What follows belongs to an exercise in optimizing a design on an open flow for small area; a production flow would make more cautious choices. No activity file was given, so power comes from the tool's default toggle rates.

// XFabric
module XFabric (
    input logic clk
  , input logic rstn
  , input  logic           CPUm_req_vld
  , input  logic           CPUm_req_wr
  , input  logic [23:0] CPUm_req_adr
  , input  logic [3:0] CPUm_req_strb
  , input  logic [31:0] CPUm_req_dat
  , output logic           CPUm_req_gnt
  , output logic           CPUm_rsp_vld
  , output logic [31:0] CPUm_rsp_dat
  , input  logic           CPUm_rsp_gnt
  , input  logic           SCRm_req_vld
  , input  logic           SCRm_req_wr
  , input  logic [23:0] SCRm_req_adr
  , input  logic [3:0] SCRm_req_strb
  , input  logic [31:0] SCRm_req_dat
  , output logic           SCRm_req_gnt
  , output logic           SCRm_rsp_vld
  , output logic [31:0] SCRm_rsp_dat
  , input  logic           SCRm_rsp_gnt
  , input  logic           BRUm_req_vld
  , input  logic           BRUm_req_wr
  , input  logic [23:0] BRUm_req_adr
  , input  logic [1:0] BRUm_req_strb
  , input  logic [15:0] BRUm_req_dat
  , output logic           BRUm_req_gnt
  , output logic           BRUm_rsp_vld
  , output logic [15:0] BRUm_rsp_dat
  , input  logic           BRUm_rsp_gnt
  , output logic           CPUs_req_vld
  , output logic           CPUs_req_wr
  , output logic [15:0] CPUs_req_adr
  , output logic [1:0] CPUs_req_strb
  , output logic [15:0] CPUs_req_dat
  , input  logic      CPUs_req_gnt
  , input  logic      CPUs_rsp_vld
  , input  logic [15:0] CPUs_rsp_dat
  , output logic           CPUs_rsp_gnt
  , output logic           SCRs_req_vld
  , output logic           SCRs_req_wr
  , output logic [15:0] SCRs_req_adr
  , output logic [1:0] SCRs_req_strb
  , output logic [15:0] SCRs_req_dat
  , input  logic      SCRs_req_gnt
  , input  logic      SCRs_rsp_vld
  , input  logic [15:0] SCRs_rsp_dat
  , output logic           SCRs_rsp_gnt
  , output logic           KBDs_req_vld
  , output logic           KBDs_req_wr
  , output logic [15:0] KBDs_req_adr
  , output logic [0:0] KBDs_req_strb
  , output logic [7:0] KBDs_req_dat
  , input  logic      KBDs_req_gnt
  , input  logic      KBDs_rsp_vld
  , input  logic [7:0] KBDs_rsp_dat
  , output logic           KBDs_rsp_gnt
  , output logic           RAMs_req_vld
  , output logic           RAMs_req_wr
  , output logic [20:0] RAMs_req_adr
  , output logic [3:0] RAMs_req_strb
  , output logic [31:0] RAMs_req_dat
  , input  logic      RAMs_req_gnt
  , input  logic      RAMs_rsp_vld
  , input  logic [31:0] RAMs_rsp_dat
  , output logic           RAMs_rsp_gnt
  , output logic           ROMs_req_vld
  , output logic           ROMs_req_wr
  , output logic [14:0] ROMs_req_adr
  , output logic [1:0] ROMs_req_strb
  , output logic [15:0] ROMs_req_dat
  , input  logic      ROMs_req_gnt
  , input  logic      ROMs_rsp_vld
  , input  logic [15:0] ROMs_rsp_dat
  , output logic           ROMs_rsp_gnt
);
For scale: roughly 2200 cells after synthesis, ~560 I/O pins.
clock: 6.0 ns
lec_check: 0
cap_margin: 20
core_margin: 2
core_utilization: 40
slew_margin: 20
standard.sh (not shown) runs the stock make flow with config.mk's settings and CLKGATE_MAP_FILE= SYNTH_SCRIPT=/design/flow/synth_recipe.tcl, a recipe that flattens the netlist after the stock synthesis.
==> flow/flow/run.sh <==
#!/bin/bash
# Own layout flow: the standard ORFS flow, with two changes in how the layout is made:
#  - port buffers use the smallest buffer cell (sky130_fd_sc_hd__buf_1) instead of the
#    tool's default pick; every input and output port still gets its own buffer;
#  - clock tree synthesis does not add dummy loads.
# Each tool's full output goes to the ORFS logs under orfs/logs and to flow_make.log here.
set -euo pipefail
export BUFFER_PORTS_ARGS="-buffer_cell sky130_fd_sc_hd__buf_1"
export CTS_ARGS="-sink_clustering_enable -repair_clock_nets -dont_use_dummy_load -sink_clustering_size 16 -sink_clustering_max_diameter 60 -buf_list sky130_fd_sc_hd__clkbuf_8"
bash standard.sh > flow_make.log 2>&1
Next try:
==> flow/run.sh (new file) <==
#!/bin/bash
# synth_recipe.tcl (not shown) runs the flow's synth.tcl, then flattens the netlist and writes it again
# the make line also repeats each setting of config.mk as NAME=value (left out here)
make -C /OpenROAD-flow-scripts/flow DESIGN_CONFIG=/design/flow/config.mk WORK_HOME=/design/flow/orfs CLKGATE_MAP_FILE= SYNTH_SCRIPT=/design/flow/synth_recipe.tcl finish
CORE_UTILIZATION = 70   (was 40)
PLACE_DENSITY = 0.8   (was unset)
removed: flow/flow/run.sh
removed: flow/standard.sh
What happened:
- clock-buffer cell count increases by 30
- hold slack stays flat
- cell count decreases by roughly a tenth
- total power increases by about a fifth
- cell area increases by roughly a tenth
- sequential share of layout area decreases by 7.1 points
- die area decreases by well over a third
- fmax decreases by a few percent
- via count increases by a little under a tenth
- worst setup slack is worse by 0.10 ns
Next try:
==> flow/flow/run.sh (new file) <==
#!/bin/bash
# Own layout flow: the standard ORFS flow, with two changes in how the layout is made:
#  - port buffers use the smallest buffer cell (sky130_fd_sc_hd__buf_1) instead of the
#    tool's default pick; every input and output port still gets its own buffer;
#  - clock tree synthesis does not add dummy loads.
# Each tool's full output goes to the ORFS logs under orfs/logs and to flow_make.log here.
set -euo pipefail
export BUFFER_PORTS_ARGS="-buffer_cell sky130_fd_sc_hd__buf_1"
export CTS_ARGS="-sink_clustering_enable -repair_clock_nets -dont_use_dummy_load -sink_clustering_size 30 -sink_clustering_max_diameter 100 -buf_list sky130_fd_sc_hd__clkbuf_16"
bash standard.sh > flow_make.log 2>&1
==> flow/standard.sh (new file) <==
#!/bin/bash
# synth_recipe.tcl (not shown) runs the flow's synth.tcl, then flattens the netlist and writes it again
# the make line also repeats each setting of config.mk as NAME=value (left out here)
make -C /OpenROAD-flow-scripts/flow DESIGN_CONFIG=/design/flow/config.mk WORK_HOME=/design/flow/orfs CLKGATE_MAP_FILE= SYNTH_SCRIPT=/design/flow/synth_recipe.tcl "${@:-finish}"
CORE_UTILIZATION = 40   (was 70)
PLACE_DENSITY = unset   (was 0.8)
removed: flow/run.sh
The new run produced a clean layout.
Core utilization is lower by 43 points.
Final area falls by roughly a tenth.
Routed wire length hardly moves.
Global-route usage is lower by 18 points.
Critical path depth does not change.
Die area increases by well over a third.
Function was not checked in any run of this note: the RTL went through the layout flow alone.

static timing again, ports no longer ideal:
Ports are ideal in the flow. The routed layouts listed here were re-timed in OpenROAD. Step 1, drivers: a clkbuf_16 drives clk and a buf_2 each remaining input, both assumed. Step 2 adds t to the input delays and takes it off the output delays; t is the mean of the earliest and latest rising clock arrival at the registers after step 1. Input paths then give back, and output paths get back, about the clock's delay inside the block. a / b / c = no drivers / after step 1 / after step 2; a / b = the first two.
run	t, ns	setup WS [ns]	hold WS [ns]	clock arrival spread, ns	worst register clock-pin slew, ns
the first run	0.702	1.496 / 1.440 / 2.142	0.480 / 0.480 / 0.480	0.121 / 0.121	0.11 / 0.11
the second run	0.679	1.395 / 1.335 / 2.014	0.483 / 0.483 / 0.483	0.027 / 0.027	0.07 / 0.07
the third run	0.632	1.521 / 1.462 / 2.094	0.482 / 0.482 / 0.482	0.090 / 0.090	0.11 / 0.11
After both steps every run listed still meets setup and hold.
